What follows belongs to an exercise in optimizing a design on an open flow for small area, a short achievable clock period and few clock cycles; a production flow would make more cautious choices.
Function was checked by simulation only, so behaviour that the tests miss may differ from the original.
Power and IR drop assume default switching activity.

==> flow/design.v <==
module CPU(
    input         clk,
    input         rst,
    output [31:0] imem_addr,
    input  [31:0] imem_rdata,
    output [31:0] dmem_addr,
    output [31:0] dmem_wdata,
    output        dmem_we,
    input  [31:0] dmem_rdata,
    output        wb_en,
    output [4:0]  wb_addr,
    output [31:0] wb_data
);
reg  [31:2] pc;
reg  [31:0] e_a;                 
reg  [31:0] e_b;                 
reg  [31:0] e_s;                 
reg  [31:2] e_tgt;               
reg  [4:0]  e_dest;
reg         e_wr, e_ld, e_st, e_br;
reg         e_sub, e_and, e_or, e_slt;
reg         e_fam;                         
reg         e_fbm;                         
reg         e_bm;                          
reg         e_add;                         
reg  [31:0] m_alu, m_sd;
reg  [4:0]  m_dest;
reg         m_wr, m_ld, m_st;
reg  [31:0] w_data;
reg  [4:0]  w_dest;
reg         w_wr;
reg  [31:1] rv;
wire [31:0] ins = imem_rdata;
wire [5:0]  op  = ins[31:26];
wire [4:0]  rs  = ins[25:21];
wire [4:0]  rt  = ins[20:16];
wire [4:0]  rd  = ins[15:11];
wire [5:0]  fn  = ins[5:0];
wire [31:0] simm = {{16{ins[15]}}, ins[15:0]};
wire is_r    = (op == 6'b000000);
wire is_addi = (op == 6'b001000);
wire is_lw   = (op == 6'b100011);
wire is_sw   = (op == 6'b101011);
wire is_beq  = (op == 6'b000100);
wire [4:0] dest   = is_r ? rd : rt;
wire       wr     = (is_r | is_addi | is_lw) & (dest != 5'd0);
wire       use_rs = is_r | is_addi | is_lw | is_sw | is_beq;
wire       use_rt = is_r | is_sw | is_beq;
wire       b_rt   = is_r | is_beq;        
wire [31:2] pc1   = pc + 30'd1;
wire [16:0] tgt_lo = {1'b0, pc[17:2]} + {1'b0, ins[15:0]} + 17'd1;
wire [31:18] pch_p = pc[31:18] + 14'd1;
wire [31:18] pch_m = pc[31:18] - 14'd1;
wire [31:18] tgt_hi = ( tgt_lo[16] & ~ins[15]) ? pch_p :
                      (~tgt_lo[16] &  ins[15]) ? pch_m : pc[31:18];
wire [31:2] tgt_d = {tgt_hi, tgt_lo[15:0]};
wire sub_d = is_r & ((fn == 6'b100010) | (fn == 6'b101010));
wire and_d = is_r & (fn == 6'b100100);
wire or_d  = is_r & (fn == 6'b100101);
wire slt_d = is_r & (fn == 6'b101010);
wire stall = e_ld & ((use_rs & (rs == e_dest)) | (use_rt & (rt == e_dest)));
wire [32*32-1:0] rflat;
wire [31:1]      rs_sel, rt_sel, rv_eff;
reg  [31:0]      rs_v, rt_v;
wire [31:0] wd = m_ld ? dmem_rdata : m_alu;      
wire        rs_w = m_wr & (m_dest == rs);        
wire        rt_w = m_wr & (m_dest == rt);
genvar g;
generate
    for (g = 1; g < 32; g = g + 1) begin : RF
        reg [31:0] q;
        always @(posedge clk)
            if (m_wr && m_dest == g)
                q <= wd;
        assign rflat[g*32 +: 32] = q;
        assign rv_eff[g] = rv[g] & ~(m_wr && m_dest == g);
        assign rs_sel[g] = rv_eff[g] & (rs == g);
        assign rt_sel[g] = rv_eff[g] & (rt == g);
    end
endgenerate
assign rflat[31:0] = 32'd0;
integer k;
always @(*) begin
    rs_v = {32{rs_w}} & wd;
    rt_v = {32{rt_w}} & wd;
    for (k = 1; k < 32; k = k + 1) begin
        rs_v = rs_v | ({32{rs_sel[k]}} & rflat[k*32 +: 32]);
        rt_v = rt_v | ({32{rt_sel[k]}} & rflat[k*32 +: 32]);
    end
end
always @(posedge clk or posedge rst) begin
    if (rst)
        rv <= 31'd0;
    else if (m_wr)
        rv[m_dest] <= 1'b1;
end
wire fam = e_wr & (e_dest == rs);
wire fbm = e_wr & (e_dest == rt);
wire [31:0] A = e_fam ? m_alu : e_a;
wire [31:0] S = e_fbm ? m_alu : e_s;
wire [31:0] mx = m_alu  ^ {32{e_sub}};
wire [31:0] Bx = e_bm ? mx : e_b;
wire [32:0] sum1 = {A, 1'b1} + {Bx, e_sub};    
wire [31:0] sum  = sum1[32:1];
wire        lt   = (A[31] == Bx[31]) ? A[31] : sum[31];
wire [31:0] res  = ({32{e_add}} & sum) | ({32{e_and}} & (A & Bx)) |
                   ({32{e_or}} & (A | Bx)) | {31'd0, e_slt & lt};
wire        taken = e_br & (A == Bx);
always @(posedge clk or posedge rst) begin
    if (rst)
        pc <= 30'd0;
    else if (taken)
        pc <= e_tgt;
    else if (!stall)
        pc <= pc1;
end
always @(posedge clk or posedge rst) begin
    if (rst) begin
        e_wr <= 1'b0;
        e_ld <= 1'b0;
        e_st <= 1'b0;
        e_br <= 1'b0;
    end else if (stall) begin
        e_wr <= 1'b0;
        e_ld <= 1'b0;
        e_st <= 1'b0;
        e_br <= 1'b0;
    end else begin
        e_wr <= wr;
        e_ld <= is_lw & (dest != 5'd0);
        e_st <= is_sw;
        e_br <= is_beq;
    end
end
always @(posedge clk) begin
    e_a    <= rs_v;
    e_b    <= b_rt ? (rt_v ^ {32{sub_d}}) : simm;
    e_s    <= rt_v;
    e_tgt  <= tgt_d;
    e_bm   <= b_rt & fbm;
    e_add  <= ~and_d & ~or_d & ~slt_d;
    e_dest <= dest;
    e_sub  <= sub_d;
    e_and  <= and_d;
    e_or   <= or_d;
    e_slt  <= slt_d;
    e_fam  <= fam;
    e_fbm  <= fbm;
end
always @(posedge clk or posedge rst) begin
    if (rst) begin
        m_wr <= 1'b0;
        m_st <= 1'b0;
    end else begin
        m_wr <= e_wr;
        m_st <= e_st;
    end
end
always @(posedge clk) begin
    m_alu  <= res;
    m_sd   <= S;
    m_dest <= e_dest;
    m_ld   <= e_ld;
end
always @(posedge clk or posedge rst) begin
    if (rst)
        w_wr <= 1'b0;
    else
        w_wr <= m_wr;
end
always @(posedge clk) begin
    w_data <= wd;
    w_dest <= m_dest;
end
assign imem_addr  = {pc, 2'b00};
assign dmem_addr  = m_alu;
assign dmem_wdata = m_sd;
assign dmem_we    = m_st;
assign wb_en      = w_wr;
assign wb_addr    = w_dest;
assign wb_data    = w_data;
endmodule
export LEC_CHECK = 0
export ABC_CLOCK_PERIOD_IN_PS = 2500
export CAP_MARGIN = 20
export CORE_MARGIN = 2
export CORE_UTILIZATION = 40
export CTS_BUF_LIST = sky130_fd_sc_hd__clkbuf_4 sky130_fd_sc_hd__clkbuf_8
export CTS_CLUSTER_SIZE = 40
export PLACE_DENSITY = 0.5
export SETUP_SLACK_MARGIN = 5
export SLEW_MARGIN = 20
create_clock -name core_clock -period 8.5 [get_ports {clk}]
standard.sh (not shown) runs the stock make flow with config.mk's settings and CLKGATE_MAP_FILE= SYNTH_SCRIPT=/design/flow/synth_recipe.tcl, a recipe that flattens the netlist after the stock synthesis.
==> flow/flow/run.sh <==
#!/bin/bash
# The standard layout (standard.sh: ORFS synthesis to finish, unchanged
# synthesis), with three changes to how it is laid out:
#  - the port buffers are a plain buffer (buf_2), not the delay buffer that
#    buffer_ports picks by default;
#  - gate sizing may change a cell's footprint (MATCH_CELL_FOOTPRINT=0);
#  - (setup margin as given in config.mk)
# make's full output goes to standard.log; ORFS keeps each step's log under
# orfs/logs.
cd "$(dirname "$0")/.."
bash standard.sh \
    "BUFFER_PORTS_ARGS=-buffer_cell sky130_fd_sc_hd__buf_2" \
    MATCH_CELL_FOOTPRINT=0 \
    finish > standard.log 2>&1
The baseline went through all stages and came out clean.
Testbench counts at the start, summed over its fixed seeds: cycles 35,517.
Change:
--- a/flow/config.mk
+++ b/flow/config.mk
@@ -11,4 +11,5 @@
-export CORE_UTILIZATION = 40
-export CTS_BUF_LIST = sky130_fd_sc_hd__clkbuf_4 sky130_fd_sc_hd__clkbuf_8
-export CTS_CLUSTER_SIZE = 40
-export PLACE_DENSITY = 0.5
+export CORE_UTILIZATION = 45
+export CTS_BUF_LIST = sky130_fd_sc_hd__clkbuf_16
+export CTS_CLUSTER_DIAMETER = 100
+export CTS_CLUSTER_SIZE = 20
+export PLACE_DENSITY = 0.55
Sequential power is about the same.
Setup slack is better by 0.18 ns.
Synthesized cell count does not change.
Wire length goes down by a few percent.
Design area went down by a few percent.
Die area shrinks by roughly a tenth.
Global-route usage grows by 3.0 points.
Via count fell by a few percent.
Synthesized area is unchanged.
Non-clock buffer count shrinks by 21.
Change:
--- a/flow/config.mk
+++ b/flow/config.mk
@@ -11 +11 @@
-export CORE_UTILIZATION = 45
+export CORE_UTILIZATION = 40
@@ -15 +15 @@
-export PLACE_DENSITY = 0.55
+export PLACE_DENSITY = 0.5
Result: The new run passed the timing, design-rule and antenna checks; worst hold slack is better by 0.014 ns; cell area goes up by a few percent; wire length goes up by a little under a tenth; setup slack is worse by 0.014 ns.
Change:
--- a/flow/config.mk
+++ b/flow/config.mk
@@ -11 +11 @@
-export CORE_UTILIZATION = 40
+export CORE_UTILIZATION = 50
@@ -15 +15 @@
-export PLACE_DENSITY = 0.5
+export PLACE_DENSITY = 0.6
What happened: The changed run ran to the end with no violations; design area went down by 1.8%; critical path depth decreases by 2; worst setup slack got worse by 0.057 ns; sequential power stays flat.
Change:
--- a/flow/config.mk
+++ b/flow/config.mk
@@ -11 +11 @@
-export CORE_UTILIZATION = 50
+export CORE_UTILIZATION = 40
@@ -14,2 +14,2 @@
-export CTS_CLUSTER_SIZE = 20
-export PLACE_DENSITY = 0.6
+export CTS_CLUSTER_SIZE = 24
+export PLACE_DENSITY = 0.5
Core utilization came out lower by 11 points. Cell area came out higher by 0.90%. Via count is about the same. Clock-buffer cell count came out lower by 9. Critical path depth came out higher by 4. Combinational power came out lower by about 2%.

-- what the ideal ports hide --
In the flow no input, the clock included, has a driving cell. The finished layouts below were timed again as built, in two steps. Step 1: set_driving_cell puts a clkbuf_16 on clk and a buf_2 on each other input, an assumption about the parent block. Step 2, shift: input delay + t, output delay - t, t = (earliest + latest rising clock arrival at the registers) / 2. This alone moves slack from input paths to output paths. a / b / c = ideal ports / drivers / drivers and shift; a / b = the first two.
run | shift t [ns] | slack for setup (ns) | latest minus earliest clock arrival (ns) | worst register clock-pin slew, ns | pins driven straight from the clock port
the first run | 1.062 | 4.763 / 4.782 / 3.762 | 0.093 / 0.094 | 0.07 / 0.07 | 1
the second run | 0.776 | 4.939 / 4.974 / 4.198 | 0.050 / 0.050 | 0.10 / 0.10 | 1
the third run | 0.791 | 4.925 / 4.895 / 4.104 | 0.046 / 0.046 | 0.10 / 0.10 | 1
the fourth run | 0.786 | 4.868 / 4.889 / 4.128 | 0.037 / 0.037 | 0.09 / 0.09 | 1
the fifth run | 0.787 | 4.838 / 4.876 / 4.089 | 0.057 / 0.058 | 0.11 / 0.11 | 1
After both steps setup and hold are still met in every run listed. The setup slack of the first run, which loses most, moves by +0.019 ns with the drivers and by -1.001 ns with both steps.
